This design comes from an exercise in tuning for small area and a short achievable clock period on the open sky130 flow, not from production work. Where RTL was checked, it was by simulation tests only, not by an equivalence proof against the original. The RTL of runs 5 and 6 was laid out without a check of its function. The clock cells of runs 4 to 7 come from the design's own scripts or RTL, not from TritonCTS. The flow treats the clock pin as an ideal source. Dropping or thinning the clock tree relies on that and would not hold on a real chip. Power and IR drop assume default switching activity.

`design/flow/flow/run.sh`:
```
#!/bin/bash
# The standard layout, except for the clock tree: CTS builds the leaf
# clusters without dummy loads, then flow/post_cts.tcl drives the leaf buffers
# from four buf_16 root buffers on the clock port, and makes the leaves buf_12 (two buffer levels instead of
# three). Ports are buffered with buf_2. make's output goes to make.log here; each ORFS step keeps its own
# log under orfs/logs.
set -euo pipefail
HERE=$(cd "$(dirname "${BASH_SOURCE[0]}")" && pwd)
export CTS_ARGS="-sink_clustering_enable -repair_clock_nets -dont_use_dummy_load -sink_clustering_size 30 -sink_clustering_max_diameter 80"
export BUFFER_PORTS_ARGS="-buffer_cell sky130_fd_sc_hd__buf_2"
export POST_CTS_TCL="$HERE/post_cts.tcl"
bash standard.sh > make.log 2>&1
```
`design/flow/flow/post_cts.tcl`:
```
# Run by ORFS's CTS step after its clock tree and timing repair (POST_CTS_TCL):
# replace the tree above the leaf buffers with four root buffers fed by the
# clock port, make the leaf buffers buf_12, then legalise.
source [file join [file dirname [info script]] retree.tcl]
retree 4 sky130_fd_sc_hd__buf_16
swap_leaves sky130_fd_sc_hd__buf_12
detailed_placement
check_placement -verbose
estimate_parasitics -placement
report_clock_latency
```
`design/flow/flow/retree.tcl`:
```
# Rebuild the clock tree above the leaf buffers: the clock port drives
# nroot buffers of type rootcell, each driving an equal share of the leaf
# buffers, split by position.
proc retree { nroot rootcell } {
  set block [ord::get_db_block]
  set clkport [$block findBTerm clk]
  set clknet [$clkport getNet]
  # walk the tree: buffers whose output net has a flip-flop clock pin are leaves
  set leaves {}
  set upper {}
  set todo [list $clknet]
  while {[llength $todo]} {
    set net [lindex $todo 0]; set todo [lrange $todo 1 end]
    foreach it [$net getITerms] {
      if {![$it isInputSignal]} continue
      set inst [$it getInst]
      set m [[$inst getMaster] getName]
      if {[string match "*clkbuf*" $m] || [string match "*clkinv*" $m]} {
        if {[string match "*clkinv*" $m]} { error "inverter in clock tree" }
        set out [[$inst findITerm X] getNet]
        set isleaf 0
        foreach it2 [$out getITerms] {
          if {[$it2 isInputSignal] && [[$it2 getMTerm] getName] eq "CLK"} { set isleaf 1 }
        }
        if {$isleaf} { lappend leaves $inst } else { lappend upper $inst; lappend todo $out }
      } elseif {[[$it getMTerm] getName] ne "CLK"} {
        error "clock net drives [$inst getName]/[[$it getMTerm] getName]"
      }
    }
  }
  puts "retree: [llength $leaves] leaves, [llength $upper] upper buffers"
  # remove the upper buffers and their output nets
  foreach inst $upper {
    set out [[$inst findITerm X] getNet]
    foreach it [$out getITerms] { $it disconnect }
    odb::dbNet_destroy $out
    foreach it [$inst getITerms] { $it disconnect }
    odb::dbInst_destroy $inst
  }
  # split the leaves into nroot (1, 2 or 4) groups of equal size: halves by x,
  # then each half into halves by y
  set pts {}
  set i 0
  foreach l $leaves {
    set b [$l getBBox]
    lappend pts [list $i [expr {([$b xMin]+[$b xMax])/2.0}] [expr {([$b yMin]+[$b yMax])/2.0}]]
    incr i
  }
  set groups [list $pts]
  set axis 1
  while {[llength $groups] < $nroot} {
    set next {}
    foreach g $groups {
      set g [lsort -real -index $axis $g]
      set h [expr {[llength $g] / 2}]
      lappend next [lrange $g 0 [expr {$h - 1}]] [lrange $g $h end]
    }
    set groups $next
    set axis [expr {3 - $axis}]
  }
  set asg [lrepeat [llength $leaves] 0]
  set cs {}
  set k 0
  foreach g $groups {
    set sx 0; set sy 0
    foreach p $g { lset asg [lindex $p 0] $k; set sx [expr {$sx + [lindex $p 1]}]; set sy [expr {$sy + [lindex $p 2]}] }
    lappend cs [list [expr {$sx / [llength $g]}] [expr {$sy / [llength $g]}]]
    incr k
  }
  set master [[ord::get_db] findMaster $rootcell]
  for {set k 0} {$k < $nroot} {incr k} {
    set inst [odb::dbInst_create $block $master "clkroot_$k"]
    set net [odb::dbNet_create $block "clknet_root_$k"]
    $net setSigType CLOCK
    [$inst findITerm A] connect $clknet
    [$inst findITerm X] connect $net
    set c [lindex $cs $k]
    $inst setLocation [expr {int([lindex $c 0])}] [expr {int([lindex $c 1])}]
    $inst setPlacementStatus PLACED
    set cnt 0
    foreach l $leaves a $asg { if {$a == $k} { [$l findITerm A] disconnect; [$l findITerm A] connect $net; incr cnt } }
    puts "retree: root $k at [lindex $c 0] [lindex $c 1] drives $cnt leaves"
  }
}
# Give every leaf buffer of the tree the cell type cell.
proc swap_leaves { cell } {
  set master [[ord::get_db] findMaster $cell]
  foreach inst [[ord::get_db_block] getInsts] {
    if {[string match "clkbuf_leaf_*" [$inst getName]]} { $inst swapMaster $master }
  }
}
```
`design/flow/standard.sh`:
```
#!/bin/bash
# synth_recipe.tcl (not shown) runs the flow's synth.tcl, then flattens the netlist and writes it again
# the make line also repeats each setting of config.mk as NAME=value (left out here)
make -C /OpenROAD-flow-scripts/flow DESIGN_CONFIG=/design/flow/config.mk WORK_HOME=/design/flow/orfs CLKGATE_MAP_FILE= SYNTH_SCRIPT=/design/flow/synth_recipe.tcl "${@:-finish}"
```
`design/flow/config.mk`:
```
export PLATFORM = sky130hd
export DESIGN_NAME = edge_detection_top
export DESIGN_NICKNAME = edge_detection_top
export VERILOG_FILES = /design/flow/design.v
export SDC_FILE = /design/flow/constraint.sdc
export NUM_CORES = 4
export LEC_CHECK = 0
export CAP_MARGIN = 35
export CORE_MARGIN = 2
export CORE_UTILIZATION = 65
export CTS_CLUSTER_DIAMETER = 100
export CTS_CLUSTER_SIZE = 30
export SETUP_SLACK_MARGIN = 5
export SLEW_MARGIN = 30
```
`design/flow/constraint.sdc`:
```
create_clock -name core_clock -period 7.5 [get_ports {clk}]
set_input_delay 1.5000 -clock core_clock [delete_from_list [all_inputs] [get_ports {clk}]]
set_output_delay 1.5000 -clock core_clock [all_outputs]
set_load 0.01 [all_outputs]
```
`design/flow/design.v`:
```
module image_buffer #(
    parameter IMAGE_WIDTH = 128
)(
    input  wire        clk,
    input  wire        reset,
    input  wire [7:0]  pixel_in,
    input  wire        pixel_valid,
    output wire [23:0] column,
    output wire        column_valid,   
    output wire        column_window   
);
    localparam N = 2 * IMAGE_WIDTH;
    reg  [7:0]     pix_r;
    reg            pix_v;
    reg  [8*N-1:0] chain;    
    reg  [6:0]     x_count;
    reg  [1:0]     y_count;  
    always @(posedge clk)
        pix_r <= pixel_in;
    always @(posedge clk or posedge reset) begin
        if (reset)
            pix_v <= 1'b0;
        else
            pix_v <= pixel_valid;
    end
    always @(posedge clk) begin
        if (pix_v)
            chain <= {chain[8*N-9:0], pix_r};
    end
    always @(posedge clk or posedge reset) begin
        if (reset) begin
            x_count <= 7'd0;
            y_count <= 2'd0;
        end else if (pix_v) begin
            x_count <= x_count + 7'd1;
            if (x_count == 7'd127 && !y_count[1])
                y_count <= y_count + 2'd1;
        end
    end
    assign column        = {pix_r, chain[8*(IMAGE_WIDTH-1) +: 8], chain[8*(N-1) +: 8]};
    assign column_valid  = pix_v;
    assign column_window = pix_v && y_count[1] && (x_count[6:1] != 6'd0);
endmodule
module sobel_core (
    input  wire        clk,
    input  wire        reset,
    input  wire [23:0] column,         
    input  wire        column_valid,
    input  wire        column_window,
    output reg  [7:0]  edge_magnitude,
    output reg         magnitude_valid
);
    wire [7:0] c = column[23:16];
    wire [7:0] b = column[15:8];
    wire [7:0] a = column[7:0];
    reg        [9:0] u1;
    reg signed [8:0] d1;
    reg              v1, w1;
    always @(posedge clk) begin
        u1 <= {2'b00, a} + {1'b0, b, 1'b0} + {2'b00, c};
        d1 <= $signed({1'b0, c}) - $signed({1'b0, a});
    end
    reg        [9:0]  uh0, uh1;    
    reg signed [8:0]  dh0;         
    reg signed [10:0] eh0;         
    wire signed [10:0] gx = $signed({1'b0, u1}) - $signed({1'b0, uh1});
    wire signed [10:0] gy = d1 + eh0;
    reg        [9:0]  ox2, oy2;
    reg               sx2, sy2;
    reg               w2;
    always @(posedge clk) begin
        if (v1) begin
            uh0 <= u1;  uh1 <= uh0;
            dh0 <= d1;  eh0 <= (d1 <<< 1) + dh0;
        end
        ox2 <= gx[9:0] ^ {10{gx[10]}};
        oy2 <= gy[9:0] ^ {10{gy[10]}};
        sx2 <= gx[10];
        sy2 <= gy[10];
    end
    wire [10:0] sum = {1'b0, ox2} + {1'b0, oy2} + {10'd0, sx2} + {10'd0, sy2};
    reg  [7:0]  s3;
    reg         big3;
    reg         w3;
    always @(posedge clk) begin
        s3   <= sum[7:0];
        big3 <= sum[10:8] != 3'd0;
    end
    always @(posedge clk)
        edge_magnitude <= s3 | {8{big3}};
    always @(posedge clk or posedge reset) begin
        if (reset) begin
            v1 <= 1'b0; w1 <= 1'b0; w2 <= 1'b0; w3 <= 1'b0;
        end else begin
            v1 <= column_valid;
            w1 <= column_window;
            w2 <= w1;
            w3 <= w2;
        end
    end
    always @(posedge clk)
        magnitude_valid <= w3;
endmodule
module edge_detection_top #(
    parameter IMAGE_WIDTH = 128
)(
    input  wire        clk,
    input  wire        reset,
    input  wire [7:0]  image_data,
    input  wire        data_valid,
    output wire [7:0]  edge_output,
    output wire        edge_valid
);
    wire [23:0] column;
    wire        column_valid, column_window;
    image_buffer #(
        .IMAGE_WIDTH(IMAGE_WIDTH)
    ) image_buffer_inst (
        .clk(clk),
        .reset(reset),
        .pixel_in(image_data),
        .pixel_valid(data_valid),
        .column(column),
        .column_valid(column_valid),
        .column_window(column_window)
    );
    sobel_core sobel_core_inst (
        .clk(clk),
        .reset(reset),
        .column(column),
        .column_valid(column_valid),
        .column_window(column_window),
        .edge_magnitude(edge_output),
        .magnitude_valid(edge_valid)
    );
endmodule
```
==> flow_metrics.tcl, run 1 <==
set metrics [dict create \
    pin_count 20 \
    fmax_mhz 409 \
    leakage_uw 0.0238 \
    synthMostInstantiatedCell "edfxtp_1" \
    firstDrtPassIters 5 \
    place_hpwl_um 36600 \
    yosys_most_used_dff "edfxtp_1" \
    async_reset_ff_share_pct 0.646 \
    synth_common_cells "edfxtp_1, dfxtp_1, ha_1" \
    crit_fanout 1 \
    place_inst 3948 \
    ff2ff_setup_slack_ns 5.11 \
    dieWidth_um 326 \
    rsz0062_at_grt "true" \
    synth_warnings 2 \
    irDropWorstVdd_uv 217 \
    slew_viol_final 0 \
    die_y_um 326 \
    viasPerCell 5.41 \
    gp_congestion 0.733 \
    finalCritPeriodShare_pct 32.6 \
    endpoint_kind "output pin" \
    whs_ns 0.345 \
    antenna_found_initial 1 \
    crit_family "flip-flops" \
    hold_viol 0 \
    core_um2 103000 \
    fin_worst_skew_ns 0.0317 \
    grt_max_degree 135 \
    layout.cells.non_filler 4043 \
    finalSetupTns_ns 0 \
    globalRouteOverflowTotal 0 \
    grt_pass1_vias 20800 \
    area_growth_pct 6.22 \
    cp_num_buf_inv 1 \
    slew_headroom_pct 53.4 \
    period_needed_ns 2.44 \
    path_clk_slew_ns 0.11 \
    drc 0 \
    drv_cap 0 \
    rows 118 \
    worstPathRequired_ns 6.00 \
    hold_class "register to register" \
    slowest_delay_ns 0.34 \
    worstPathArrival_ns 0.94 \
    worst_slew_pin_slew_ns 0.699 \
    die-area_um2 106000 \
    avgSynthCellArea_um2 26.6 \
    ys_top_cells_by_area "edfxtp_1, dfxtp_1, ha_1, dfrtp_1, xnor2_1" \
    total_power_uw 20900 \
    crit_chain "buf_6" \
    finalSetupViolations 0 \
    crit_path_start_kind "register" \
    insertion_delay_ns 0.47 \
    drt-initial-drc-count 2361 \
    syn_nets 2622 \
    synth_area_um2 67300 \
    finish.utilization_pct 69.4 \
    synth_seq_cells 2166 \
    outcome "no timing/DRC/antenna violations" \
    fin_nets 2752 \
    path_class "register to output pin" \
    start_util_pct 65.3 \
    synth_edf_count 2086 \
    seq_area_frac_synth_pct 95.5 \
    wl_per_cell_um 18.8 \
    synthDominantCellAreaShare_pct 93.1 \
    final_layout_size_suffix_gt1_share_pct 6.58 \
    antenna_left 0 \
    cts_num_sinks 2166 \
    syn_inst 2531 \
    grt_use_total_pct 14.2 \
    port_buffers 19 \
    synthDistinctLibCells 52 \
    grt_pass1_wl_um 119000 \
    post-synth-top-area-cell "edfxtp_1" \
    num_vias 21900 \
    critical-path-slowest-cell "dfxtp_2" \
    wirelength_um 75900 \
    power.density_nw_per_um2 292 \
]
where the power goes:
| part | internal (uW) | total, uW | leakage, uW | switching (uW) |
|---|---|---|---|---|
| sequential | 14200 | 14500 | 0.0211 | 299 |
| combinational | 784 | 1730 | 0.00195 | 949 |
| clock | 1620 | 4690 | 0.000737 | 3060 |
| total | 16600 | 20900 | 0.0238 | 4310 |
cells in the final DEF, fill, tap and decap left out, types with 12 or more instances in the layout:
master       n
edfxtp_1  2086
fa_1        12
dfrtp_1     13
inv_1       39
xor2_1      21
nor2_1      23
o21ai_1     12
ha_1        65
a21oi_1     24
buf_16      12
a21o_1      13
buf_12      80
nand2_1     18
dfxtp_1     58
xnor2_1     33
worst paths after layout:
check / from / to / depth (start not counted)
max in group asynchronous: reset / image_buffer_inst.pix_v$_DFF_PP0_ / 2
max reg2reg: image_buffer_inst.chain[1017]$_DFFE_PP_ / sobel_core_inst.u1[8]$_DFF_P_ / 8
min reg2reg: sobel_core_inst.w3$_DFF_PP0_ / sobel_core_inst.magnitude_valid$_DFF_P_ / 0
min in group asynchronous: reset / sobel_core_inst.w2$_DFF_PP0_ / 2
min: sobel_core_inst.w3$_DFF_PP0_ / sobel_core_inst.magnitude_valid$_DFF_P_ / 0
max: sobel_core_inst.edge_magnitude[0]$_DFF_P_ / edge_output[0] / 1
logic make-up (layout without fill, tap and decap cells):
| family | Yosys count | in the layout | synth area share (%) |
|---|---|---|---|
| buffers and inverters | 42 | 170 | 0.253 |
| other | 0 | 4 | 0 |
| AO/OA/AOI/OAI | 94 | 94 | 0.957 |
| XOR/XNOR | 64 | 64 | 0.961 |
| adder cells (fa/ha/maj) | 80 | 80 | 1.64 |
| AND/OR/NAND/NOR | 82 | 82 | 0.604 |
| flip-flops | 2166 | 2166 | 95.5 |
| multiplexers | 3 | 3 | 0.0465 |
stage by stage:
step,area (um2),setup slack [ns]
6_report,71500,5.06
5_1_grt,71500,4.96
3_5_place_dp,69500,4.51
3_3_place_gp,69400,4.57
2_1_floorplan,67300,-8.46
area by class of cell, clock buffers not listed:
| type | count | area [um2] |
|---|---|---|
| Antenna cell | 4 | 10.0 |
| Buffer | 4 | 110 |
| Fill cell | 6199 | 31600 |
| Inverter | 41 | 155 |
| Multi-Input combinational cell | 323 | 2900 |
| Sequential cell | 2166 | 64300 |
| Tap cell | 1380 | 1730 |
| Timing Repair Buffer | 52 | 816 |
per-layer routing:
metal  up-vias  wire, um  GRT usage (%)
met3        93      2440           2.25
met2       231     31100           18.4
met5         -         0              0
li1      10200         -              -
met1     11400     40900           25.9
met4         0      1410           2.97
sequential cells by signal, summed over array words and instances (netlist names), 9 cells and up:
signal and cells:
sobel_core_inst.u1 10, sobel_core_inst.dh0 9, sobel_core_inst.uh1 9, sobel_core_inst.ox2 10
sobel_core_inst.oy2 10, sobel_core_inst.eh0 11, image_buffer_inst.chain 2048, sobel_core_inst.uh0 9
==> inputs of run 2 (changes only) <==
--- a/design/flow/config.mk
+++ b/design/flow/config.mk
@@ -7,7 +7,7 @@
 export LEC_CHECK = 0
 export CAP_MARGIN = 35
 export CORE_MARGIN = 2
-export CORE_UTILIZATION = 65
+export CORE_UTILIZATION = 70
 export CTS_CLUSTER_DIAMETER = 100
 export CTS_CLUSTER_SIZE = 30
 export SETUP_SLACK_MARGIN = 5
==> flow_metrics.tcl, run 2 <==
set metrics [dict create \
    syn_inst 2531 \
    layout.cells.non_filler 3924 \
    crit_chain "buf_6" \
    seq_area_frac_synth_pct 95.5 \
    async_reset_ff_share_pct 0.646 \
    outcome "no timing/DRC/antenna violations" \
    synthDominantCellAreaShare_pct 93.1 \
    globalRouteOverflowTotal 0 \
    total_power_uw 20900 \
    viasPerCell 5.59 \
    fmax_mhz 407 \
    synth_common_cells "edfxtp_1, dfxtp_1, ha_1" \
    crit_path_start_kind "register" \
    synth_area_um2 67300 \
    largest_register_ffs 2048 \
    antenna_found_initial 9 \
    fin_worst_skew_ns 0.0413 \
    drc 0 \
    wirelength_um 77700 \
    grt_use_total_pct 15.5 \
    hold_class "register to register" \
    fin_nets 2750 \
    antenna_left 0 \
    hold_viol 0 \
    grt_pass1_vias 20700 \
    grt_pass1_wl_um 118000 \
    cts_num_sinks 2166 \
    min_from "sobel_core_inst.w3$_DFF_PP0_" \
    synth_warnings 2 \
    synthDistinctLibCells 52 \
    leakage_uw 0.0238 \
    critical-path-slowest-cell "dfxtp_2" \
    period_needed_ns 2.46 \
    port_buffers 19 \
    start_util_pct 70.7 \
    pin_count 20 \
    place_inst 3832 \
    final_layout_size_suffix_gt1_share_pct 6.44 \
    place_hpwl_um 37400 \
    path_class "register to output pin" \
    top_register "image_buffer_inst.chain" \
    worst_slew_pin_slew_ns 0.815 \
    finalSetupTns_ns 0 \
    insertion_delay_ns 0.49 \
    largest_registers "image_buffer_inst.chain: 2048 flops, sobel_core_inst.eh0: 11 flops" \
    worstPathRequired_ns 6.00 \
    irDropWorstVdd_uv 277 \
    crit_fanout 1 \
    crit-reg2reg-launch "image_buffer_inst.chain[2042]$_DFFE_PP_" \
    drt-initial-drc-count 2300 \
    firstDrtPassIters 7 \
    synthMostInstantiatedCell "edfxtp_1" \
    slew_viol_final 0 \
    wl_per_cell_um 19.8 \
    finalSetupViolations 0 \
    synth_edf_count 2086 \
    design_area_um2 71200 \
    fillCellCount 5019 \
    cp-startpoint "sobel_core_inst.edge_magnitude[2]$_DFF_P_" \
    avgSynthCellArea_um2 26.6 \
    cp_num_buf_inv 1 \
    yosys_most_used_dff "edfxtp_1" \
    crit_family "flip-flops" \
    ys_top_cells_by_area "edfxtp_1, dfxtp_1, ha_1, dfrtp_1, xnor2_1" \
    power.density_nw_per_um2 294 \
    die_y_um 314 \
    gp_congestion 0.757 \
    rsz0062_at_grt "true" \
    worstPathArrival_ns 0.96 \
    core_um2 95200 \
    grt_max_degree 217 \
    post-synth-top-area-cell "edfxtp_1" \
    drv_cap 0 \
    finalCritPeriodShare_pct 32.8 \
    synth_seq_cells 2166 \
    num_vias 21900 \
    placed_cell_area_um2 69300 \
    slew_headroom_pct 45.7 \
    syn_nets 2622 \
    path_clk_slew_ns 0.11 \
    rows 113 \
    final_common_cell "edfxtp_1" \
    dieWidth_um 314 \
    slowest_delay_ns 0.37 \
    endpoint_kind "output pin" \
    mostFrequentLayoutCells "edfxtp_1, buf_12, ha_1, dfxtp_1, inv_1" \
    die-area_um2 98700 \
    area_growth_pct 5.82 \
]
[run 2: cell counts after synthesis]
Identical to the previous run, type by type.
[run 2: logic make-up (layout without fill, tap and decap cells)]
group	after synthesis	in the layout	share of synthesized area [%]
buffers and inverters	42	167	0.253
XOR/XNOR	64	65	0.961
other	0	2	0
flip-flops	2166	2166	95.5
adder cells (fa/ha/maj)	80	80	1.64
AO/OA/AOI/OAI	94	94	0.957
multiplexers	3	3	0.0465
AND/OR/NAND/NOR	82	82	0.604
[run 2: power by group]
group	switching [uW]	internal, uW	total, uW
sequential	307	14200	14500
combinational	968	754	1720
clock	3060	1630	4690
[run 2: metrics by stage]
step	hold WS [ns]	utilization, %	setup slack [ns]
final	0.371	74.9	5.04
after global routing	0.386	74.9	4.98
after floorplan	0.324	-	-8.46
after detailed placement	0.331	72.8	4.65
after global placement	0.327	72.8	4.67
[run 2: worst paths after layout]
path | endpoint | depth (start not counted) | slack (ns)
setup / recovery | edge_output[2] | 1 | 5.04
hold / removal | sobel_core_inst.magnitude_valid$_DFF_P_ | 0 | 0.37
max in group asynchronous | image_buffer_inst.pix_v$_DFF_PP0_ | 2 | 6.06
setup reg to reg | sobel_core_inst.u1[8]$_DFF_P_ | 8 | 5.07
min in group asynchronous | sobel_core_inst.w3$_DFF_PP0_ | 2 | 1.04
hold reg to reg | sobel_core_inst.magnitude_valid$_DFF_P_ | 0 | 0.37
[run 2: final cells by class, clock buffers not listed]
| class | count | area (um2) | area share [%] |
|---|---|---|---|
| multi-input cells | 324 | 2920 | 4.10 |
| plain buffers | 4 | 110 | 0.155 |
| well taps | 1265 | 1580 | 2.22 |
| repair buffers | 49 | 677 | 0.950 |
| inverters | 41 | 155 | 0.218 |
| diodes | 2 | 5.00 | 0.00703 |
| flip-flops and latches | 2166 | 64300 | 90.3 |
[run 2: layer usage]
metal | routed length [um] | global-route usage (%)
met1 | 40600 | 27.7
met2 | 32900 | 21.1
met3 | 2770 | 1.98
met4 | 1460 | 3.68
met5 | 0 | 0
==> inputs of run 3 (changes only) <==
==> design/flow/flow/post_cts.tcl (replaced) <==
# Run by ORFS's CTS step after its clock tree and timing repair (POST_CTS_TCL):
# replace the tree above the leaf buffers with four root buffers fed by the
# clock port, make the leaf buffers buf_12, legalise, then repair setup timing
# once more against the new clock tree, aiming 0.25 ns beyond the standard
# margin.
source [file join [file dirname [info script]] retree.tcl]
retree 4 sky130_fd_sc_hd__buf_16
swap_leaves sky130_fd_sc_hd__buf_12
detailed_placement
check_placement -verbose
estimate_parasitics -placement
report_clock_latency
set ::env(SETUP_SLACK_MARGIN) [expr {$::env(SETUP_SLACK_MARGIN) + 0.25}]
repair_timing_helper -setup
set ::env(SETUP_SLACK_MARGIN) [expr {$::env(SETUP_SLACK_MARGIN) - 0.25}]
detailed_placement
check_placement -verbose
--- a/design/flow/config.mk
+++ b/design/flow/config.mk
@@ -7,7 +7,7 @@
 export LEC_CHECK = 0
 export CAP_MARGIN = 35
 export CORE_MARGIN = 2
-export CORE_UTILIZATION = 70
+export CORE_UTILIZATION = 65
 export CTS_CLUSTER_DIAMETER = 100
 export CTS_CLUSTER_SIZE = 30
 export SETUP_SLACK_MARGIN = 5
==> flow_metrics.tcl, run 3 <==
set metrics [dict create \
    outcome "no timing/DRC/antenna violations" \
    cp-startpoint "sobel_core_inst.edge_magnitude[0]$_DFF_P_" \
    drc 0 \
    worst_slew_pin_slew_ns 0.700 \
    yosys_most_used_dff "edfxtp_1" \
    crit_chain "buf_6" \
    rsz0062_at_grt "true" \
    cp.depth 1 \
    core_um2 103000 \
    async_reset_ff_share_pct 0.646 \
    drv_cap 0 \
    cp_num_buf_inv 1 \
    hold_viol 0 \
    synth_edf_count 2086 \
    min_path_cells 0 \
    viasPerCell 5.40 \
    fin_nets 2761 \
    path_class "register to output pin" \
    fmax_mhz 409 \
    antenna_found_initial 1 \
    final_layout_size_suffix_gt1_share_pct 7.16 \
    slew_headroom_pct 53.3 \
    port_buffers 19 \
    irDropWorstVdd_uv 217 \
    grt_max_degree 135 \
    seq_area_frac_synth_pct 95.5 \
    grt_use_total_pct 14.3 \
    ff2ff_setup_slack_ns 5.15 \
    largest_register_ffs 2048 \
    synthDominantCellAreaShare_pct 93.1 \
    endpoint_kind "output pin" \
    critical-path-slowest-cell "dfxtp_2" \
    layout.cells.non_filler 4050 \
    rows 118 \
    worstPathRequired_ns 6.00 \
    grt_pass1_vias 20900 \
    synthMostInstantiatedCell "edfxtp_1" \
    slew_viol_final 0 \
    crit_family "flip-flops" \
    synth_common_cells "edfxtp_1, dfxtp_1, ha_1" \
    crit_path_start_kind "register" \
    synth_warnings 2 \
    final_common_cell "edfxtp_1" \
    antenna_left 0 \
    pin_count 20 \
    min_from "sobel_core_inst.w3$_DFF_PP0_" \
    crit-reg2reg-launch "image_buffer_inst.chain[1017]$_DFFE_PP_" \
    cts_num_sinks 2166 \
    worstRegToRegCells 8 \
    avgSynthCellArea_um2 26.6 \
    die_y_um 326 \
    fin_worst_skew_ns 0.0311 \
    wl_per_cell_um 18.9 \
    syn_inst 2531 \
    period_needed_ns 2.44 \
    synth_area_um2 67300 \
    path_clk_slew_ns 0.11 \
    finalSetupTns_ns 0 \
    gp_congestion 0.733 \
    leakage_uw 0.0239 \
    wirelength_um 76400 \
    insertion_delay_ns 0.47 \
    post-synth-top-area-cell "edfxtp_1" \
    grt_pass1_wl_um 120000 \
    synth_seq_cells 2166 \
    slowest_delay_ns 0.34 \
    whs_ns 0.344 \
    hold_class "register to register" \
    area_growth_pct 6.41 \
    finalCritPeriodShare_pct 32.6 \
    power.density_nw_per_um2 293 \
    r2r-end "sobel_core_inst.u1[8]$_DFF_P_" \
    crit_fanout 1 \
    worstPathArrival_ns 0.94 \
    mostFrequentLayoutCells "edfxtp_1, buf_12, ha_1, dfxtp_1, inv_1" \
    synthDistinctLibCells 52 \
    largest_registers "image_buffer_inst.chain: 2048 flops, sobel_core_inst.eh0: 11 flops" \
    finalSetupViolations 0 \
    place_inst 3948 \
    syn_nets 2622 \
    whs_endpoint "sobel_core_inst.magnitude_valid$_DFF_P_" \
    top_register "image_buffer_inst.chain" \
    num_vias 21900 \
    place_hpwl_um 36600 \
    finish.utilization_pct 69.5 \
    ys_top_cells_by_area "edfxtp_1, dfxtp_1, ha_1, dfrtp_1, xnor2_1" \
    dieWidth_um 326 \
    globalRouteOverflowTotal 0 \
    firstDrtPassIters 5 \
    die-area_um2 106000 \
    start_util_pct 65.3 \
    drt-initial-drc-count 2281 \
]
## run 3: worst max-delay path by stage
stage	to	slack (ns)
finish	edge_output[0]	5.06
floorplan	image_buffer_inst.y_count[0]$_DFFE_PP0P_	-8.46
global route	edge_valid	5.00
detailed placement	image_buffer_inst.chain[1474]$_DFFE_PP_	4.51
global placement	image_buffer_inst.chain[1872]$_DFFE_PP_	4.57
## run 3: layout make-up, clock buffers not listed
class	count	area, um2
Tap cell	1380	1730
Inverter	41	155
Sequential cell	2166	64300
Antenna cell	2	5.00
Fill cell	6188	31400
Buffer	4	110
Multi-Input combinational cell	323	2920
Timing Repair Buffer	61	930
## run 3: per-layer routing
metal,wire length [um],track usage [%],vias to the layer above
met5,0,0,-
met4,1400,2.95,0
met3,2410,2.23,91
met2,31100,18.6,221
met1,41400,26.2,11400
li1,-,-,10200
## run 3: report_power, final
part	internal [uW]	leakage [uW]	switching [uW]	total, uW
Sequential	14200	0.0211	299	14500
Combinational	816	0.00201	959	1770
Clock	1630	0.000737	3060	4690
## run 3: worst reg2reg max path, stage by stage, from the launching register on
cell and delay (ns):
edfxtp_1 0.45, fa_1 0.50, ha_1 0.31, a21o_1 0.19, a21oi_2 0.18, nor2b_1 0.07
o21a_1 0.20, o41ai_2 0.24, xnor2_1 0.15
## run 3: metrics by stage
stage               power, uW  setup slack [ns]  cell area, um2
detailed placement      16400              4.51           69500
global placement        16300              4.57           69400
floorplan               16200             -8.46           67300
finish                  21000              5.06           71600
global route            21900              5.00           71600
## run 3: cell families after synthesis
| logic type | Yosys count | share of synthesized area [%] |
|---|---|---|
| compound gates | 94 | 0.957 |
| xor+xnor | 64 | 0.961 |
| fa+ha+maj | 80 | 1.64 |
| buf+inv | 42 | 0.253 |
| flops | 2166 | 95.5 |
| mux | 3 | 0.0465 |
| simple gates | 82 | 0.604 |
==> inputs of run 4 (changes only) <==
==> design/flow/flow/run.sh (replaced) <==
#!/bin/bash
# The standard layout, except for the clock tree: CTS builds the leaf
# clusters without dummy loads, then flow/post_cts.tcl drives the leaves from
# four inverting roots on the clock port and makes the leaves inverting
# buffers (two levels instead of three). Ports are buffered with buf_2.
# make's output goes to make.log here; each ORFS step keeps its own log under
# orfs/logs.
set -euo pipefail
HERE=$(cd "$(dirname "${BASH_SOURCE[0]}")" && pwd)
export CTS_ARGS="-sink_clustering_enable -repair_clock_nets -dont_use_dummy_load -sink_clustering_size 22 -sink_clustering_max_diameter 60"
export BUFFER_PORTS_ARGS="-buffer_cell sky130_fd_sc_hd__buf_2"
export POST_CTS_TCL="$HERE/post_cts.tcl"
bash standard.sh > make.log 2>&1
==> design/flow/flow/post_cts.tcl (replaced) <==
# Run by ORFS's CTS step after its clock tree and timing repair (POST_CTS_TCL):
# replace the tree above the leaf buffers with four inv_16 roots fed by the
# clock port, make the leaves bufinv_8 (inverting, so each flip-flop still
# sees the clock through an even number of inversions), legalise, then repair
# setup timing once more against the new tree, aiming 0.25 ns beyond the
# standard margin.
source [file join [file dirname [info script]] retree.tcl]
retree 4 sky130_fd_sc_hd__inv_16
replace_leaves sky130_fd_sc_hd__bufinv_8
detailed_placement
check_placement -verbose
estimate_parasitics -placement
report_clock_latency
set ::env(SETUP_SLACK_MARGIN) [expr {$::env(SETUP_SLACK_MARGIN) + 0.25}]
repair_timing_helper -setup
set ::env(SETUP_SLACK_MARGIN) [expr {$::env(SETUP_SLACK_MARGIN) - 0.25}]
detailed_placement
check_placement -verbose
--- a/design/flow/flow/retree.tcl
+++ b/design/flow/flow/retree.tcl
@@ -17,7 +17,7 @@
       set m [[$inst getMaster] getName]
       if {[string match "*clkbuf*" $m] || [string match "*clkinv*" $m]} {
         if {[string match "*clkinv*" $m]} { error "inverter in clock tree" }
-        set out [[$inst findITerm X] getNet]
+        set out [[$inst findITerm [out_pin $inst]] getNet]
         set isleaf 0
         foreach it2 [$out getITerms] {
           if {[$it2 isInputSignal] && [[$it2 getMTerm] getName] eq "CLK"} { set isleaf 1 }
@@ -31,7 +31,7 @@
   puts "retree: [llength $leaves] leaves, [llength $upper] upper buffers"
   # remove the upper buffers and their output nets
   foreach inst $upper {
-    set out [[$inst findITerm X] getNet]
+    set out [[$inst findITerm [out_pin $inst]] getNet]
     foreach it [$out getITerms] { $it disconnect }
     odb::dbNet_destroy $out
     foreach it [$inst getITerms] { $it disconnect }
@@ -73,7 +73,7 @@
     set net [odb::dbNet_create $block "clknet_root_$k"]
     $net setSigType CLOCK
     [$inst findITerm A] connect $clknet
-    [$inst findITerm X] connect $net
+    [$inst findITerm [out_pin $inst]] connect $net
     set c [lindex $cs $k]
     $inst setLocation [expr {int([lindex $c 0])}] [expr {int([lindex $c 1])}]
     $inst setPlacementStatus PLACED
@@ -82,10 +82,28 @@
     puts "retree: root $k at [lindex $c 0] [lindex $c 1] drives $cnt leaves"
   }
 }
-# Give every leaf buffer of the tree the cell type cell.
-proc swap_leaves { cell } {
+# The output pin of a buffer (X) or inverter (Y).
+proc out_pin { inst } {
+  if {[$inst findITerm X] ne "NULL"} { return X }
+  return Y
+}
+
+# Replace every leaf buffer of the tree by a new instance of cell (a buffer
+# or an inverter) at the same place, on the same nets.
+proc replace_leaves { cell } {
+  set block [ord::get_db_block]
   set master [[ord::get_db] findMaster $cell]
-  foreach inst [[ord::get_db_block] getInsts] {
-    if {[string match "clkbuf_leaf_*" [$inst getName]]} { $inst swapMaster $master }
+  foreach inst [$block getInsts] {
+    if {![string match "clkbuf_leaf_*" [$inst getName]]} continue
+    set in [[$inst findITerm A] getNet]
+    set out [[$inst findITerm [out_pin $inst]] getNet]
+    set name [$inst getName]
+    set loc [$inst getLocation]
+    odb::dbInst_destroy $inst
+    set new [odb::dbInst_create $block $master $name]
+    [$new findITerm A] connect $in
+    [$new findITerm [out_pin $new]] connect $out
+    $new setLocation [lindex $loc 0] [lindex $loc 1]
+    $new setPlacementStatus PLACED
   }
 }
==> flow_metrics.tcl, run 4 <==
set metrics [dict create \
    hold_viol 0 \
    endpoint_kind "register" \
    leakage_uw 0.0247 \
    final_common_cell "edfxtp_1" \
    path_class "register to register" \
    firstDrtPassIters 5 \
    die_y_um 326 \
    dieWidth_um 326 \
    core_um2 103000 \
    period_needed_ns 2.33 \
    worst_slew_pin_slew_ns 0.680 \
    area_growth_pct 7.32 \
    fmax_mhz 430 \
    grt_pass1_wl_um 123000 \
    antenna_found_initial 0 \
    wirelength_um 77800 \
    worstPathArrival_ns 2.54 \
    drt-initial-drc-count 2044 \
    place_hpwl_um 36600 \
    largest_register_ffs 2048 \
    largest_registers "image_buffer_inst.chain: 2048 flops, sobel_core_inst.eh0: 11 flops" \
    cp-startpoint "image_buffer_inst.chain[2042]$_DFFE_PP_" \
    yosys_most_used_dff "edfxtp_1" \
    drv_cap 0 \
    synthDistinctLibCells 52 \
    synth_seq_cells 2166 \
    rsz0062_at_grt "false" \
    crit_path_start_kind "register" \
    mostFrequentLayoutCells "edfxtp_1, bufinv_8, ha_1, dfxtp_1, inv_1" \
    n_antenna_cell 0 \
    syn_inst 2531 \
    post-synth-top-area-cell "edfxtp_1" \
    crit-reg2reg-launch "image_buffer_inst.chain[2042]$_DFFE_PP_" \
    rows 118 \
    final_layout_size_suffix_gt1_share_pct 8.80 \
    ys_top_cells_by_area "edfxtp_1, dfxtp_1, ha_1, dfrtp_1, xnor2_1" \
    globalRouteOverflowTotal 0 \
    viasPerCell 5.40 \
    synth_common_cells "edfxtp_1, dfxtp_1, ha_1" \
    num_vias 22100 \
    layout.cells.non_filler 4095 \
    place_inst 3948 \
    syn_nets 2622 \
    wl_per_cell_um 19.0 \
    grt_max_degree 135 \
    slew_viol_final 0 \
    cts_num_sinks 2166 \
    drc 0 \
    finalCritPeriodShare_pct 31.0 \
    crit_fanout 2 \
    seq_area_frac_synth_pct 95.5 \
    finalSetupTns_ns 0 \
    irDropWorstVdd_uv 222 \
    pin_count 20 \
    die-area_um2 106000 \
    grt_use_total_pct 14.7 \
    gp_congestion 0.733 \
    avgSynthCellArea_um2 26.6 \
    async_reset_ff_share_pct 0.646 \
    start_util_pct 65.3 \
    synth_edf_count 2086 \
    synthDominantCellAreaShare_pct 93.1 \
    whs_ns 0.337 \
    finalSetupViolations 0 \
    synth_area_um2 67300 \
    path_clk_slew_ns 0.10 \
    synth_warnings 2 \
    synthMostInstantiatedCell "edfxtp_1" \
    antenna_left 0 \
    port_buffers 19 \
    top_register "image_buffer_inst.chain" \
    min_from "sobel_core_inst.w2$_DFF_PP0_" \
    fin_worst_skew_ns 0.0558 \
    fin_nets 2808 \
    insertion_delay_ns 0.33 \
    power.density_nw_per_um2 298 \
    hold_class "register to register" \
    slew_headroom_pct 54.7 \
    grt_pass1_vias 21500 \
    outcome "no timing/DRC/antenna violations" \
    worstPathRequired_ns 7.72 \
]
==> run 4: cell counts after synthesis <==
No cell type changed its count.
==> run 4: cell type report <==
class,instances,area [um2]
inverter,164,2320
timing repair buffer,62,966
tap,1380,1730
sequential,2166,64300
multi-input combinational,323,2910
fill,6186,30800
==> run 4: worst max-delay path, cell delays in order (launching register included) <==
cell,delay [ns]
edfxtp_1,0.42
fa_1,0.51
ha_1,0.31
a21o_1,0.19
a21oi_2,0.16
nor2b_1,0.06
o21a_1,0.19
o41ai_2,0.24
xnor2_1,0.15
==> run 4: logic make-up (layout without fill, tap and decap cells) <==
| family | count (synthesis) | count (layout) | share of synthesized area (%) |
|---|---|---|---|
| flip-flops | 2166 | 2166 | 95.5 |
| adder cells (fa/ha/maj) | 80 | 80 | 1.64 |
| AND/OR/NAND/NOR | 82 | 82 | 0.604 |
| buffers and inverters | 42 | 226 | 0.253 |
| XOR/XNOR | 64 | 64 | 0.961 |
| multiplexers | 3 | 3 | 0.0465 |
| AO/OA/AOI/OAI | 94 | 94 | 0.957 |
==> run 4: path summary, 6_finish.rpt <==
check | endpoint | slack, ns | cells past startpoint
setup reg to reg | sobel_core_inst.u1[8]$_DFF_P_ | 5.17 | 8
hold / removal | sobel_core_inst.w3$_DFF_PP0_ | 0.34 | 0
hold reg to reg | sobel_core_inst.w3$_DFF_PP0_ | 0.34 | 0
min in group asynchronous | sobel_core_inst.v1$_DFF_PP0_ | 1.22 | 2
max in group asynchronous | image_buffer_inst.pix_v$_DFF_PP0_ | 5.83 | 2
setup / recovery | sobel_core_inst.u1[8]$_DFF_P_ | 5.17 | 8
==> run 4: where the power goes <==
| part | internal (uW) | switching (uW) |
|---|---|---|
| registers | 14200 | 300 |
| clock network | 2320 | 2940 |
| logic | 818 | 957 |
==> run 4: through the flow <==
stage,setup slack [ns],util [%],cell area [um2],total power (uW)
6_report,5.17,70.1,72200,21500
3_5_place_dp,4.51,67.4,69500,16400
5_1_grt,5.01,70.1,72200,22500
3_3_place_gp,4.57,67.3,69400,16300
2_1_floorplan,-8.46,-,67300,16200
==> run 4: per-layer routing <==
| metal | routed length, um | global-route usage, % | vias to the layer above |
|---|---|---|---|
| li1 | - | - | 10300 |
| met4 | 1660 | 3.61 | 0 |
| met2 | 31700 | 18.8 | 257 |
| met1 | 42000 | 26.7 | 11500 |
| met3 | 2530 | 2.46 | 116 |
| met5 | 0 | 0 | - |
==> inputs of run 5 (changes only) <==
--- a/design/flow/design.v
+++ b/design/flow/design.v
@@ -6,17 +6,22 @@
     input  wire [7:0]  pixel_in,
     input  wire        pixel_valid,
     output wire [23:0] column,
+    output wire [9:0]  column_ab,      
     output wire        column_valid,   
     output wire        column_window   
 );
     localparam N = 2 * IMAGE_WIDTH;
     reg  [7:0]     pix_r;
     reg            pix_v;
+    reg            shift;    
     reg  [8*N-1:0] chain;    
+    reg  [9:0]     ab_r;     
     reg  [6:0]     x_count;
     reg  [1:0]     y_count;  
-    always @(posedge clk)
+    always @(posedge clk) begin
         pix_r <= pixel_in;
+        shift <= pixel_valid;
+    end
     always @(posedge clk or posedge reset) begin
         if (reset)
             pix_v <= 1'b0;
@@ -24,8 +29,10 @@
             pix_v <= pixel_valid;
     end
     always @(posedge clk) begin
-        if (pix_v)
+        if (shift) begin
             chain <= {chain[8*N-9:0], pix_r};
+            ab_r  <= {2'b00, chain[8*(N-2) +: 8]} + {1'b0, chain[8*(IMAGE_WIDTH-2) +: 8], 1'b0};
+        end
     end
     always @(posedge clk or posedge reset) begin
         if (reset) begin
@@ -38,6 +45,7 @@
         end
     end
     assign column        = {pix_r, chain[8*(IMAGE_WIDTH-1) +: 8], chain[8*(N-1) +: 8]};
+    assign column_ab     = ab_r;
     assign column_valid  = pix_v;
     assign column_window = pix_v && y_count[1] && (x_count[6:1] != 6'd0);
 endmodule
@@ -45,19 +53,19 @@
     input  wire        clk,
     input  wire        reset,
     input  wire [23:0] column,         
+    input  wire [9:0]  column_ab,      
     input  wire        column_valid,
     input  wire        column_window,
     output reg  [7:0]  edge_magnitude,
     output reg         magnitude_valid
 );
     wire [7:0] c = column[23:16];
-    wire [7:0] b = column[15:8];
     wire [7:0] a = column[7:0];
     reg        [9:0] u1;
     reg signed [8:0] d1;
     reg              v1, w1;
     always @(posedge clk) begin
-        u1 <= {2'b00, a} + {1'b0, b, 1'b0} + {2'b00, c};
+        u1 <= column_ab + {2'b00, c};
         d1 <= $signed({1'b0, c}) - $signed({1'b0, a});
     end
     reg        [9:0]  uh0, uh1;    
@@ -112,6 +120,7 @@
     output wire        edge_valid
 );
     wire [23:0] column;
+    wire [9:0]  column_ab;
     wire        column_valid, column_window;
     image_buffer #(
         .IMAGE_WIDTH(IMAGE_WIDTH)
@@ -121,6 +130,7 @@
         .pixel_in(image_data),
         .pixel_valid(data_valid),
         .column(column),
+        .column_ab(column_ab),
         .column_valid(column_valid),
         .column_window(column_window)
     );
@@ -128,6 +138,7 @@
         .clk(clk),
         .reset(reset),
         .column(column),
+        .column_ab(column_ab),
         .column_valid(column_valid),
         .column_window(column_window),
         .edge_magnitude(edge_output),
==> flow_metrics.tcl, run 5 <==
set metrics [dict create \
    outcome "no timing/DRC/antenna violations" \
    grt_use_total_pct 14.8 \
    final_layout_size_suffix_gt1_share_pct 7.94 \
    largest_register_ffs 2047 \
    antenna_left 0 \
    fin_worst_skew_ns 0.0480 \
    hold_viol 0 \
    async_reset_ff_share_pct 0.643 \
    viasPerCell 5.44 \
    leakage_uw 0.0248 \
    grt_max_degree 201 \
    start_util_pct 65.5 \
    irDropWorstVdd_uv 184 \
    period_needed_ns 2.40 \
    core_um2 103000 \
    wirelength_um 78800 \
    synthMostInstantiatedCell "edfxtp_1" \
    antenna_found_initial 4 \
    firstDrtPassIters 5 \
    path_clk_slew_ns 0.11 \
    synthDistinctLibCells 55 \
    gp_congestion 0.749 \
    die_y_um 327 \
    power.density_nw_per_um2 296 \
    area_growth_pct 7.08 \
    fin_nets 2850 \
    rows 118 \
    synth_common_cells "edfxtp_1, ha_1, dfxtp_1" \
    synth_warnings 2 \
    die-area_um2 107000 \
    largest_registers "image_buffer_inst.chain: 2047 flops, sobel_core_inst.eh0: 11 flops" \
    syn_nets 2673 \
    worstPathRequired_ns 7.74 \
    finalSetupViolations 0 \
    drv_cap 0 \
    dieWidth_um 327 \
    slew_headroom_pct 46.2 \
    rsz0062_at_grt "false" \
    ys_top_cells_by_area "edfxtp_1, dfxtp_1, ha_1, xnor2_1, dfrtp_1" \
    grt_pass1_vias 22000 \
    slew_viol_final 0 \
    place_hpwl_um 37400 \
    port_buffers 19 \
    syn_inst 2582 \
    synth_area_um2 67700 \
    drt-initial-drc-count 2202 \
    hold_class "register to register" \
    fmax_mhz 416 \
    yosys_most_used_dff "edfxtp_1" \
    endpoint_kind "register" \
    cts_num_sinks 2176 \
    num_vias 22500 \
    crit_fanout 11 \
    wl_per_cell_um 19.0 \
    synth_seq_cells 2176 \
    top_register "image_buffer_inst.chain" \
    seq_area_frac_synth_pct 95.4 \
    grt_pass1_wl_um 124000 \
    mostFrequentLayoutCells "edfxtp_1, bufinv_8, ha_1, dfxtp_1, xnor2_1" \
    finalCritPeriodShare_pct 32.0 \
    worstPathArrival_ns 2.64 \
    path_class "register to register" \
    synthDominantCellAreaShare_pct 92.9 \
    whs_ns 0.365 \
    crit_path_start_kind "register" \
    pin_count 20 \
    drc 0 \
    insertion_delay_ns 0.34 \
    worst_slew_pin_slew_ns 0.807 \
    globalRouteOverflowTotal 0 \
    avgSynthCellArea_um2 26.2 \
    finalSetupTns_ns 0 \
    fillCellCount 6122 \
    synth_edf_count 2095 \
    post-synth-top-area-cell "edfxtp_1" \
    final_common_cell "edfxtp_1" \
]
[run 5: stage by stage]
stage               utilization, %  worst slack [ns]  instances  instance area, um2  total power [uW]
finish                        70.1              5.10       4138               72500             21500
floorplan                        -             -7.37       2582               67700             16100
global placement              67.5              4.35       3998               69800             16200
global route                  70.1              5.01       4137               72500             22400
detailed placement            67.6              4.59       4000               69800             16300
[run 5: power by group]
part	leakage (uW)	switching [uW]	internal (uW)
clock	0.00156	2960	2320
combinational	0.00199	931	727
sequential	0.0212	297	14300
[run 5: cell families (layout without fill, tap and decap cells)]
kind of cell,after synthesis,after routing,share of synthesized area [%]
other,0,1,0
AO/OA/AOI/OAI,106,106,1.04
XOR/XNOR,72,72,0.943
AND/OR/NAND/NOR,101,101,0.730
multiplexers,2,2,0.0314
buffers and inverters,45,220,0.262
flip-flops,2176,2176,95.4
adder cells (fa/ha/maj),80,80,1.57
[run 5: area by class of cell]
class                      instances  area [um2]  area share, %
sequential                      2176       64600           89.1
multi-input combinational        361        3010           4.15
inverter                         166        2330           3.21
tap                             1380        1730           2.38
timing repair buffer              54         810           1.12
antenna                            1        2.50        0.00345
[run 5: final timing paths]
path | from | to | slack, ns | depth (start not counted)
worst max register to register | sobel_core_inst.eh0[0]$_DFFE_PP_ | sobel_core_inst.oy2[1]$_DFF_P_ | 5.10 | 9
worst min register to register | sobel_core_inst.w2$_DFF_PP0_ | sobel_core_inst.w3$_DFF_PP0_ | 0.37 | 0
min in group asynchronous | reset | image_buffer_inst.x_count[2]$_DFFE_PP0P_ | 1.17 | 2
worst min-delay path | sobel_core_inst.w2$_DFF_PP0_ | sobel_core_inst.w3$_DFF_PP0_ | 0.37 | 0
max in group asynchronous | reset | image_buffer_inst.pix_v$_DFF_PP0_ | 5.99 | 2
worst max-delay path | sobel_core_inst.eh0[0]$_DFFE_PP_ | sobel_core_inst.oy2[1]$_DFF_P_ | 5.10 | 9
[run 5: per-layer routing]
metal | track usage [%] | wire length (um) | up-vias
li1 | - | - | 10500
met1 | 25.8 | 41400 | 11600
met2 | 20.0 | 33000 | 290
met3 | 2.29 | 2650 | 133
met4 | 3.67 | 1710 | 0
met5 | 0 | 0 | -
[run 5: critical path: stages (launching register included)]
cell and delay, ns:
edfxtp_1 0.40, ha_2 0.23, fa_2 0.37, a21oi_2 0.19
o21ai_1 0.10, a31o_1 0.31, and4_4 0.22, a211oi_4 0.19
buf_12 0.18, xor2_2 0.14
==> inputs of run 6 (changes only) <==
--- a/design/flow/design.v
+++ b/design/flow/design.v
@@ -86,16 +86,12 @@
         sx2 <= gx[10];
         sy2 <= gy[10];
     end
-    wire [10:0] sum = {1'b0, ox2} + {1'b0, oy2} + {10'd0, sx2} + {10'd0, sy2};
-    reg  [7:0]  s3;
-    reg         big3;
+    reg  [10:0] s3;
     reg         w3;
-    always @(posedge clk) begin
-        s3   <= sum[7:0];
-        big3 <= sum[10:8] != 3'd0;
-    end
     always @(posedge clk)
-        edge_magnitude <= s3 | {8{big3}};
+        s3 <= {1'b0, ox2} + {1'b0, oy2} + {10'd0, sx2} + {10'd0, sy2};
+    always @(posedge clk)
+        edge_magnitude <= s3[7:0] | {8{s3[10:8] != 3'd0}};
     always @(posedge clk or posedge reset) begin
         if (reset) begin
             v1 <= 1'b0; w1 <= 1'b0; w2 <= 1'b0; w3 <= 1'b0;
==> flow_metrics.tcl, run 6 <==
set metrics [dict create \
    wl_met3_um 2400 \
    slew_headroom_pct 42.0 \
    dr_wl_met2_um 33700 \
    placed_cell_area_um2 69900 \
    fillCellCount 5988 \
    synth_common_cells "edfxtp_1, ha_1, dfxtp_1" \
    p_sw_share_pct 19.9 \
    p_sw_uw 4310 \
    insertion_delay_ns 0.34 \
    synth_top_family_by_area "adder cells" \
    largest_register_ffs 2047 \
    synthXorXnorAreaFrac_pct 0.928 \
    fmax_mhz 380 \
    ys_top_cells_by_area "edfxtp_1, dfxtp_1, ha_1, xnor2_1, dfrtp_1" \
    drc 0 \
    port_buffers 19 \
    crit_fanout 2 \
    worstPathRequired_ns 7.78 \
    globalRouteOverflowTotal 0 \
    crit_chain "fa_2, ha_4, fa_2, a21o_1, a21oi_2, o21bai_2, a2111oi_4, o31ai_1, a21oi_1, xnor2_1" \
    cts_num_sinks 2178 \
    whs_ns 0.359 \
    die-area_um2 107000 \
    seq_area_frac_synth_pct 95.3 \
    place_hpwl_um 37800 \
    path_clk_slew_ns 0.12 \
    pin_count 20 \
    firstDrtPassIters 5 \
    antenna_found_initial 1 \
    finalSetupViolations 0 \
    synthDominantCellAreaShare_pct 92.7 \
    finalSetupTns_ns 0 \
    critical-path-slowest-cell "fa_2" \
    drv_cap 0 \
    wirelength_um 80100 \
    slowest_delay_ns 0.48 \
    leakage_uw 0.0249 \
    p_comb_share_pct 8.9 \
    yosys.area_share.simple_pct 0.804 \
    internal_power_uw 17400 \
    synth_seq_cells 2178 \
    endpoint_kind "register" \
    seqPwrFrac_pct 67.1 \
    synth_edf_count 2095 \
    worstPathArrival_ns 2.91 \
    post-synth-top-area-cell "edfxtp_1" \
    hold_viol 0 \
    crit_family "compound AO/OA/AOI/OAI gates" \
    synth_warnings 2 \
    avgSynthCellArea_um2 26.1 \
    largest_registers "image_buffer_inst.chain: 2047 flops, sobel_core_inst.eh0: 11 flops, sobel_core_inst.s3: 11 flops" \
    async_reset_ff_share_pct 0.643 \
    slew_viol_final 0 \
    grt_pass1_vias 22400 \
    p_clk_share_pct 23.9 \
    crit_path_start_kind "register" \
    grt_use_total_pct 15.1 \
    syn_inst 2596 \
    synth-compound-area-share_pct 1.12 \
    outcome "no timing/DRC/antenna violations" \
    synth_mux_area_share_pct 0.0166 \
    design_area_um2 72800 \
    fin_nets 2872 \
    top_register "image_buffer_inst.chain" \
    rows 118 \
    power.density_nw_per_um2 298 \
    top_layer "met5" \
    mostFrequentLayoutCells "edfxtp_1, bufinv_8, ha_1, dfxtp_1, inv_1" \
    irDropWorstVdd_uv 302 \
    num_vias 22700 \
    synthMostInstantiatedCell "edfxtp_1" \
    viasPerCell 5.46 \
    grt_pass1_wl_um 127000 \
    yosys_most_used_dff "edfxtp_1" \
    rsz0062_at_grt "true" \
    antenna_left 0 \
    finish.utilization_pct 70.3 \
    pre_cts_ws_ns 4.50 \
    syn_nets 2687 \
    synth_area_um2 67800 \
    cp_num_buf_inv 0 \
    wl_met1_um 42300 \
    core_um2 103000 \
    worst_slack_ns 4.87 \
    wl_per_cell_um 19.2 \
    gp_congestion 0.766 \
    area_growth_pct 7.25 \
    drt-initial-drc-count 2176 \
    worst_slew_pin_slew_ns 0.870 \
    period_needed_ns 2.63 \
    die_y_um 327 \
    final_layout_size_suffix_gt1_share_pct 8.74 \
    finalCritPeriodShare_pct 35.1 \
    dieWidth_um 327 \
    crit_path_frequent_cell "fa_2" \
    final_common_cell "edfxtp_1" \
    hold_class "register to register" \
    fin_worst_skew_ns 0.0415 \
    grt_max_degree 196 \
    path_class "register to register" \
    synthDistinctLibCells 59 \
    synth_fa_ha_area_share_pct 1.56 \
    start_util_pct 65.6 \
]
==> run 6: cell types whose count changed after synthesis, sizes merged, moves of 5 or more <==
| cell | previous run | this run |
|---|---|---|
| o21ai | 28 | 23 |
| a21oi | 24 | 36 |
| or2 | 13 | 2 |
| nand2b | 7 | 12 |
==> run 6: metal layers <==
layer / track usage, % / up-vias
li1: - / 10600
met1: 26.5 / 11800
met2: 20.5 / 275
met3: 2.03 / 121
met4: 3.88 / 2
met5: 0 / -
==> run 6: area by class of cell <==
type | instances | area, um2 | share of cell area (%)
antenna | 3 | 7.51 | 0.0103
inverter | 163 | 2250 | 3.09
multi-input combinational | 371 | 3280 | 4.50
sequential | 2178 | 64700 | 88.9
tap | 1380 | 1730 | 2.37
timing repair buffer | 67 | 853 | 1.17
==> run 6: path summary, 6_finish.rpt <==
path,startpoint,end,slack (ns),cells after the start
max,sobel_core_inst.sy2$_DFF_P_,sobel_core_inst.s3[10]$_DFF_P_,4.87,10
min,sobel_core_inst.w3$_DFF_PP0_,sobel_core_inst.magnitude_valid$_DFF_P_,0.36,0
max reg2reg,sobel_core_inst.sy2$_DFF_P_,sobel_core_inst.s3[10]$_DFF_P_,4.87,10
min reg2reg,sobel_core_inst.w3$_DFF_PP0_,sobel_core_inst.magnitude_valid$_DFF_P_,0.36,0
max in group asynchronous,reset,image_buffer_inst.x_count[3]$_DFFE_PP0P_,5.98,2
min in group asynchronous,reset,sobel_core_inst.w3$_DFF_PP0_,1.17,2
==> run 6: metrics by stage <==
step,total power [uW],instances
floorplan,16200,2596
global placement,16300,4012
detailed placement,16400,4013
global route,22700,4159
finish,21700,4162
==> run 6: logic make-up after synthesis <==
family,Yosys count
flip-flops,2178
AO/OA/AOI/OAI,113
AND/OR/NAND/NOR,105
adder cells (fa/ha/maj),80
XOR/XNOR,71
buffers and inverters,48
multiplexers,1
==> run 6: power by group through the flow <==
| stage | combinational [uW] | sequential (uW) | clock (uW) |
|---|---|---|---|
| global placement | 1480 | 14800 | 0 |
| floorplan | 1070 | 15100 | 0 |
| global route | 2140 | 14700 | 5860 |
| finish | 1940 | 14600 | 5190 |
| detailed placement | 1550 | 14800 | 0 |
==> inputs of run 7 (changes only) <==
--- a/design/flow/design.v
+++ b/design/flow/design.v
@@ -71,39 +71,43 @@
     reg        [9:0]  uh0, uh1;    
     reg signed [8:0]  dh0;         
     reg signed [10:0] eh0;         
-    wire signed [10:0] gx = $signed({1'b0, u1}) - $signed({1'b0, uh1});
-    wire signed [10:0] gy = d1 + eh0;
-    reg        [9:0]  ox2, oy2;
-    reg               sx2, sy2;
+    reg signed [10:0] gx2, gy2;
     reg               w2;
     always @(posedge clk) begin
         if (v1) begin
             uh0 <= u1;  uh1 <= uh0;
             dh0 <= d1;  eh0 <= (d1 <<< 1) + dh0;
         end
-        ox2 <= gx[9:0] ^ {10{gx[10]}};
-        oy2 <= gy[9:0] ^ {10{gy[10]}};
-        sx2 <= gx[10];
-        sy2 <= gy[10];
+        gx2 <= $signed({1'b0, u1}) - $signed({1'b0, uh1});
+        gy2 <= d1 + eh0;
     end
-    reg  [10:0] s3;
+    wire [10:0] gx_neg = -gx2;
+    wire [10:0] gy_neg = -gy2;
+    reg  [9:0]  ax3, ay3;
     reg         w3;
+    always @(posedge clk) begin
+        ax3 <= gx2[10] ? gx_neg[9:0] : gx2[9:0];
+        ay3 <= gy2[10] ? gy_neg[9:0] : gy2[9:0];
+    end
+    reg  [10:0] s4;
+    reg         w4;
     always @(posedge clk)
-        s3 <= {1'b0, ox2} + {1'b0, oy2} + {10'd0, sx2} + {10'd0, sy2};
+        s4 <= {1'b0, ax3} + {1'b0, ay3};
     always @(posedge clk)
-        edge_magnitude <= s3[7:0] | {8{s3[10:8] != 3'd0}};
+        edge_magnitude <= s4[7:0] | {8{s4[10:8] != 3'd0}};
     always @(posedge clk or posedge reset) begin
         if (reset) begin
-            v1 <= 1'b0; w1 <= 1'b0; w2 <= 1'b0; w3 <= 1'b0;
+            v1 <= 1'b0; w1 <= 1'b0; w2 <= 1'b0; w3 <= 1'b0; w4 <= 1'b0;
         end else begin
             v1 <= column_valid;
             w1 <= column_window;
             w2 <= w1;
             w3 <= w2;
+            w4 <= w3;
         end
     end
     always @(posedge clk)
-        magnitude_valid <= w3;
+        magnitude_valid <= w4;
 endmodule
 module edge_detection_top #(
     parameter IMAGE_WIDTH = 128
==> flow_metrics.tcl, run 7 <==
set metrics [dict create \
    outcome "no timing/DRC/antenna violations" \
    finalSetupTns_ns 0 \
    fillCellCount 6021 \
    antenna_found_initial 6 \
    start_util_pct 65.6 \
    slew_headroom_pct 51.2 \
    finalSetupViolations 0 \
    die_y_um 328 \
    dieWidth_um 328 \
    grt_use_total_pct 15.0 \
    path_clk_slew_ns 0.11 \
    worst_slew_pin_slew_ns 0.732 \
    grt_max_degree 216 \
    endpoint_kind "output pin" \
    synthMostInstantiatedCell "edfxtp_1" \
    p_clk_share_pct 25.2 \
    wirelength_um 81200 \
    globalRouteOverflowTotal 0 \
    num_vias 22800 \
    slew_viol_final 0 \
    area_growth_pct 6.89 \
    seqPwrFrac_pct 68.6 \
    p_sw_uw 4130 \
    worstPathRequired_ns 6.00 \
    rows 118 \
    fin_worst_skew_ns 0.0640 \
    synth_edf_count 2095 \
    p_comb_share_pct 6.1 \
    synthDistinctLibCells 45 \
    fin_nets 2880 \
    synth_area_um2 68100 \
    finalCritPeriodShare_pct 30.5 \
    internal_power_uw 17400 \
    async_reset_ff_share_pct 0.683 \
    port_buffers 19 \
    viasPerCell 5.46 \
    core_um2 104000 \
    mostFrequentLayoutCells "edfxtp_1, bufinv_8, dfxtp_1, ha_1, xnor2_1" \
    register_area_um2 65000 \
    die-area_um2 107000 \
    synth_seq_cells 2196 \
    pin_count 20 \
    cts_num_sinks 2196 \
    seq_area_frac_synth_pct 95.4 \
    power.density_nw_per_um2 295 \
    antenna_left 0 \
    crit_family "flip-flops" \
    worstPathArrival_ns 0.79 \
    slowest_delay_ns 0.33 \
    syn_inst 2621 \
    largest_register_ffs 2047 \
    avgSynthCellArea_um2 26.0 \
    final_common_cell "edfxtp_1" \
    insertion_delay_ns 0.33 \
    firstDrtPassIters 5 \
    place_hpwl_um 39000 \
    rsz0062_at_grt "false" \
    final_layout_size_suffix_gt1_share_pct 6.87 \
    drc 0 \
    synthDominantCellAreaShare_pct 92.3 \
    gp_congestion 0.777 \
    critical-path-slowest-cell "dfxtp_1" \
    grt_pass1_vias 22000 \
    path_class "register to output pin" \
    synth_warnings 2 \
    synth_common_cells "edfxtp_1, dfxtp_1, ha_1" \
    ys_top_cells_by_area "edfxtp_1, dfxtp_1, ha_1, xnor2_1, dfrtp_1" \
    fmax_mhz 437 \
    wl_per_cell_um 19.4 \
    top_register "image_buffer_inst.chain" \
    syn_nets 2703 \
    irDropWorstVdd_uv 283 \
    yosys_most_used_dff "edfxtp_1" \
    crit_path_start_kind "register" \
    period_needed_ns 2.29 \
    hold_viol 0 \
    p_sw_share_pct 19.2 \
    whs_ns 0.360 \
    crit_chain "buf_2" \
    drt-initial-drc-count 2295 \
    largest_registers "image_buffer_inst.chain: 2047 flops, sobel_core_inst.gy2: 11 flops" \
    hold_class "register to register" \
    grt_pass1_wl_um 126000 \
    crit_fanout 1 \
    drv_cap 0 \
    multi_input_area_um2 2970 \
    leakage_uw 0.0249 \
    post-synth-top-area-cell "edfxtp_1" \
    cp_num_buf_inv 1 \
]
==> run 7: cell types whose count changed after synthesis, moves of 5 or more <==
| cell | delta |
|---|---|
| ha_1 | -8 |
| dfxtp_1 | +17 |
| and3_1 | +7 |
| o21ai_0 | +5 |
==> run 7: kinds of logic after synthesis <==
kind of cell	after synthesis	share of synthesized area, %
compound gates	121	1.17
xor+xnor	71	0.913
fa+ha+maj	71	1.38
buf+inv	43	0.237
flops	2196	95.4
mux	1	0.0165
simple gates	118	0.858
==> run 7: path summary, 6_finish.rpt <==
path	start	to	slack, ns	cells after the start
worst max-delay path	sobel_core_inst.edge_magnitude[1]$_DFF_P_	edge_output[1]	5.21	1
worst min-delay path	sobel_core_inst.w4$_DFF_PP0_	sobel_core_inst.magnitude_valid$_DFF_P_	0.36	0
worst max register to register	image_buffer_inst.shift$_DFF_P_	image_buffer_inst.ab_r[1]$_DFFE_PP_	5.25	2
worst min register to register	sobel_core_inst.w4$_DFF_PP0_	sobel_core_inst.magnitude_valid$_DFF_P_	0.36	0
max in group asynchronous	reset	image_buffer_inst.y_count[0]$_DFFE_PP0P_	5.84	2
min in group asynchronous	reset	sobel_core_inst.w2$_DFF_PP0_	1.24	2
==> run 7: area by class of cell <==
cell class | count | share of cell area (%)
multi-input cells | 382 | 4.07
repair buffers | 48 | 0.945
flip-flops and latches | 2196 | 89.3
inverters | 170 | 3.33
diodes | 1 | 0.00344
well taps | 1380 | 2.37
==> run 7: per-layer routing <==
metal | GRT usage (%) | part of all wire (%) | wire length, um
met5 | 0 | 0 | 0
met4 | 4.04 | 2.0 | 1650
met3 | 2.13 | 3.3 | 2680
met2 | 20.0 | 42 | 33900
met1 | 26.6 | 53 | 42900
==> run 7: power by group through the flow <==
stage | Combinational [uW] | Clock (uW) | Sequential (uW)
final | 1320 | 5430 | 14800
after global routing | 1480 | 6120 | 14900
after detailed placement | 1290 | 0 | 15000
after global placement | 1230 | 0 | 15000
after floorplan | 842 | 0 | 15300
==> run 7: stage by stage <==
stage / utilization [%] / setup WS [ns] / total power (uW) / area, um2 / instances
2_1_floorplan: - / -7.37 / 16200 / 68100 / 2621
3_3_place_gp: 67.6 / 4.82 / 16300 / 70200 / 4037
3_5_place_dp: 67.7 / 4.70 / 16300 / 70200 / 4038
5_1_grt: 70.2 / 5.12 / 22500 / 72800 / 4176
6_report: 70.2 / 5.21 / 21500 / 72800 / 4177

-- afterwards: timing with drivers on the ports --
The flow's constraints put no driver on any port. The routed layouts listed below were extracted and timed again, unchanged, in two steps. Step 1 sets driving cells, clkbuf_16 on the clock port and buf_2 on the other inputs (assumed; they add their load-dependent delay and slew). Step 2 times the ports against the registers' clock, not the clock port: input delays grow and output delays shrink by t, the midpoint of the rising clock arrivals with the driver on. Slacks: ideal ports / drivers / drivers and shift; pairs: ideal ports / drivers.
run | t (ns) | setup slack, ns | hold WS [ns] | worst setup path after step 2 | worst slew at a driven data input, ns
run 1 | 0.631 | 5.057 / 4.891 / 5.115 | 0.345 / 0.345 / 0.345 | register to register | 0.03
run 2 | 0.629 | 5.043 / 4.883 / 5.072 | 0.371 / 0.371 / 0.371 | register to register | 0.04
run 3 | 0.631 | 5.057 / 4.892 / 5.152 | 0.344 / 0.344 / 0.344 | register to register | 0.03
run 4 | 0.556 | 5.172 / 4.965 / 5.172 | 0.337 / 0.338 / 0.338 | register to register | 0.04
run 5 | 0.558 | 5.097 / 4.924 / 5.097 | 0.365 / 0.365 / 0.365 | register to register | 0.04
run 6 | 0.565 | 4.869 / 4.869 / 4.869 | 0.359 / 0.359 / 0.359 | register to register | 0.03
run 7 | 0.551 | 5.214 / 4.964 / 5.255 | 0.360 / 0.360 / 0.360 | register to register | 0.03
After both steps every run listed still meets setup and hold.
